Context: an optimization exercise on an open-source flow, tuned for small area and a short achievable clock period. The choices shown serve that exercise and are no tape-out recipe.
The RTL was checked by simulation tests, not by an equivalence proof against the original design.
The clock port is modelled as an ideal driver; clocking choices that lean on that would not hold on a real chip.
Power and IR drop assume default switching activity.

harbor:
==> flow/design.v (excerpt) <==
module karatsaub (
    input             clk,
    input             rst,
    input             in_valid,
    input      [31:0] in_a,
    input      [31:0] in_b,
    output            out_valid,
    output reg [63:0] out_c
);
For scale: roughly 2,800 cells after synthesis, about 130 I/O pins, roughly 31,000 µm² of cells after synthesis.
clock: 10.0 ns
lec_check: 0
abc_area: 1
cap_margin: 20
core_margin: 2
core_utilization: 60
cts_cluster_diameter: 200
cts_cluster_size: 15
slew_margin: 20
synth_hierarchical: 1
tns_end_percent: 20
standard.sh (not shown) runs the stock make flow with config.mk's settings and CLKGATE_MAP_FILE= SYNTH_SCRIPT=/design/flow/synth_recipe.tcl, a recipe that flattens the netlist after the stock synthesis.
==> flow/flow/run.sh <==
#!/bin/bash
# Layout flow: the standard synthesis unchanged, then the standard ORFS
# layout steps with timing repair aimed below the clock period (a larger
# setup slack margin), and before CTS the port buffers made plain
# buffers (pre_cts.tcl).  Each step's output goes to its own log.
set -e
bash standard.sh synth > synth.log 2>&1
bash standard.sh SETUP_SLACK_MARGIN=6.95 PRE_CTS_TCL=$PWD/flow/pre_cts.tcl HOOK_IN_BUF=sky130_fd_sc_hd__buf_1 HOOK_OUT_BUF=sky130_fd_sc_hd__buf_4 HOOK_FF_SIZE=2  finish > layout.log 2>&1
==> flow/flow/pre_cts.tcl <==
# Port buffers: plain buffers instead of delay cells; output-stage flops
# one size up.  Only drive strengths and buffer types change.
set block [ord::get_db_block]
foreach bterm [$block getBTerms] {
  set net [$bterm getNet]
  if {$net == "NULL"} continue
  set name [$bterm getName]
  if {$name == "clk"} continue
  if {[$bterm getIoType] == "INPUT"} {
    foreach it [$net getITerms] {
      set inst [$it getInst]
      set m [[$inst getMaster] getName]
      if {[string match "*dlybuf*" $m] || [string match "*dlygate*" $m]} {
        replace_cell [$inst getName] $::env(HOOK_IN_BUF)
      }
    }
  } else {
    foreach it [$net getITerms] {
      if {![$it isOutputSignal]} continue
      set inst [$it getInst]
      replace_cell [$inst getName] $::env(HOOK_OUT_BUF)
      # the flop behind the output buffer
      foreach it2 [$inst getITerms] {
        if {![$it2 isInputSignal]} continue
        set n2 [$it2 getNet]
        foreach it3 [$n2 getITerms] {
          if {![$it3 isOutputSignal]} continue
          set f [$it3 getInst]
          set fm [[$f getMaster] getName]
          if {[regsub {_1$} $fm "_$::env(HOOK_FF_SIZE)" nm]} {
            if {[string match "*df*" $fm]} { replace_cell [$f getName] $nm }
          }
        }
      }
    }
  }
}
harbor finished end to end and its layout was clean on timing, DRC and antenna.
Modified inputs, ember compared to harbor
- removing TNS_END_PERCENT (formerly 20)
- changing CORE_UTILIZATION from 60 to 70
- removing ABC_AREA (formerly 1)
--- a/flow/flow/run.sh
+++ b/flow/flow/run.sh
@@ -8 +8 @@
-bash standard.sh SETUP_SLACK_MARGIN=6.95 PRE_CTS_TCL=$PWD/flow/pre_cts.tcl HOOK_IN_BUF=sky130_fd_sc_hd__buf_1 HOOK_OUT_BUF=sky130_fd_sc_hd__buf_4 HOOK_FF_SIZE=2  finish > layout.log 2>&1
+bash standard.sh SETUP_SLACK_MARGIN=6.95 PRE_CTS_TCL=$PWD/flow/pre_cts.tcl HOOK_IN_BUF=sky130_fd_sc_hd__buf_1 HOOK_OUT_BUF=sky130_fd_sc_hd__buf_2 HOOK_FF_SIZE=2 HOOK_R1_SIZE=  finish > layout.log 2>&1
--- a/flow/flow/pre_cts.tcl
+++ b/flow/flow/pre_cts.tcl
@@ -37,0 +38,14 @@
+if {[info exists ::env(HOOK_R1_SIZE)] && $::env(HOOK_R1_SIZE) != ""} {
+  foreach inst [$block getInsts] {
+    set iname [$inst getName]
+    if {![string match "r1_*" $iname]} continue
+    set m [[$inst getMaster] getName]
+    if {![string match "*dfxtp*" $m]} continue
+    foreach it [$inst getITerms] {
+      if {![$it isOutputSignal]} continue
+      set n [$it getNet]
+      if {$n == "NULL"} continue
+      if {[llength [$n getITerms]] > 17} { replace_cell $iname sky130_fd_sc_hd__dfxtp_$::env(HOOK_R1_SIZE) }
+    }
+  }
+}
The leading cell type in the layout, fill and taps excluded comes out sky130_fd_sc_hd__xor2_1 in one run and sky130_fd_sc_hd__xnor2_1 in the other, namely in harbor and ember respectively.
ember vs. harbor: total wire length down about 0.5%, number of vias per cell after detailed routing went up by 6.9%, area of the die has decreased, final net count moved down.
For onyx, these inputs were changed with respect to ember:
- CORE_UTILIZATION changed from 70 to 60
--- a/flow/flow/run.sh
+++ b/flow/flow/run.sh
@@ -8 +8 @@
-bash standard.sh SETUP_SLACK_MARGIN=6.95 PRE_CTS_TCL=$PWD/flow/pre_cts.tcl HOOK_IN_BUF=sky130_fd_sc_hd__buf_1 HOOK_OUT_BUF=sky130_fd_sc_hd__buf_2 HOOK_FF_SIZE=2 HOOK_R1_SIZE=  finish > layout.log 2>&1
+bash standard.sh SETUP_SLACK_MARGIN=6.95 PRE_CTS_TCL=$PWD/flow/pre_cts.tcl HOOK_IN_BUF=sky130_fd_sc_hd__buf_1 HOOK_OUT_BUF=sky130_fd_sc_hd__buf_2 HOOK_FF_SIZE=2 HOOK_R1_SIZE=4  finish > layout.log 2>&1
Compared with ember, onyx shows number of standard cells in the final layout excluding fillers that has gone up by a few percent.
Cmp ember and onyx / count of clock-buffer cells in the layout / higher: onyx
Total power of onyx is higher than that of ember.
Looking only at setup slack, and setting everything else aside, the higher value of ember and onyx goes to onyx.
onyx vs. ember: final core utilization now smaller, fraction of met3 tracks used by global routing lower, row count rose 6, reg2reg setup slack up 0.11 ns.
When onyx is set beside ember, its share of the clock period used by the worst path turns out to be 0.51 points smaller.
| number of iterations in the first detailed-routing pass | onyx vs ember | 2 lower |
The inputs of yarrow differ from those of onyx as listed below.
--- a/flow/flow/run.sh
+++ b/flow/flow/run.sh
@@ -8 +8 @@
-bash standard.sh SETUP_SLACK_MARGIN=6.95 PRE_CTS_TCL=$PWD/flow/pre_cts.tcl HOOK_IN_BUF=sky130_fd_sc_hd__buf_1 HOOK_OUT_BUF=sky130_fd_sc_hd__buf_2 HOOK_FF_SIZE=2 HOOK_R1_SIZE=4  finish > layout.log 2>&1
+bash standard.sh SETUP_SLACK_MARGIN=6.95 PRE_CTS_TCL=$PWD/flow/pre_cts.tcl HOOK_IN_BUF=sky130_fd_sc_hd__buf_1 HOOK_OUT_BUF=sky130_fd_sc_hd__buf_2 HOOK_FF_SIZE=2 HOOK_R1_SIZE=  finish > layout.log 2>&1
[summary]
yarrow has completed all stages; timing, DRC and antenna checks passed. On cell area, yarrow and onyx are basically level. There was hardly any difference in final hold slack between onyx and yarrow. Fraction of the core area covered by cells at the end of the flow was higher in the run labelled onyx. Looking at yarrow and onyx, the fraction of synthesis flops using an asynchronous set or reset pin is a wash. Looking at yarrow and onyx, the total wire length after detailed routing is a wash. yarrow reports a lower routed length on met1 than onyx does. Across both runs, post-layout total power was lower for yarrow than for onyx. yarrow against onyx: number of enable-type register cells in the synthesized netlist shows no meaningful change, growth of design area from synthesis to finish shows a reduction of 0.28 points, clock power shows no meaningful change.

what the ideal ports hide:
No port has a modelled driver above. Below, the same layouts with a new extraction and two added sets of constraints.
Step 1 assumes that a clkbuf_16 drives the clock port and a buf_2 every other input.
Step 2 also shifts input and output timing later by t, the mid clock arrival at the registers, as if the neighbouring blocks saw the same clock.
a / b / c = ideal / step 1 / step 2; a / b = the first two.
run | shift t [ns] | slack for setup (ns) | worst slew at a driven data input, ns
harbor | 0.641 | 6.897 / 6.835 / 6.902 | 0.05
ember | 0.629 | 6.871 / 6.856 / 6.871 | 0.04
onyx | 0.625 | 6.922 / 6.863 / 6.981 | 0.04
yarrow | 0.627 | 6.921 / 6.862 / 6.930 | 0.04
After both steps setup and hold are still met in every run listed.
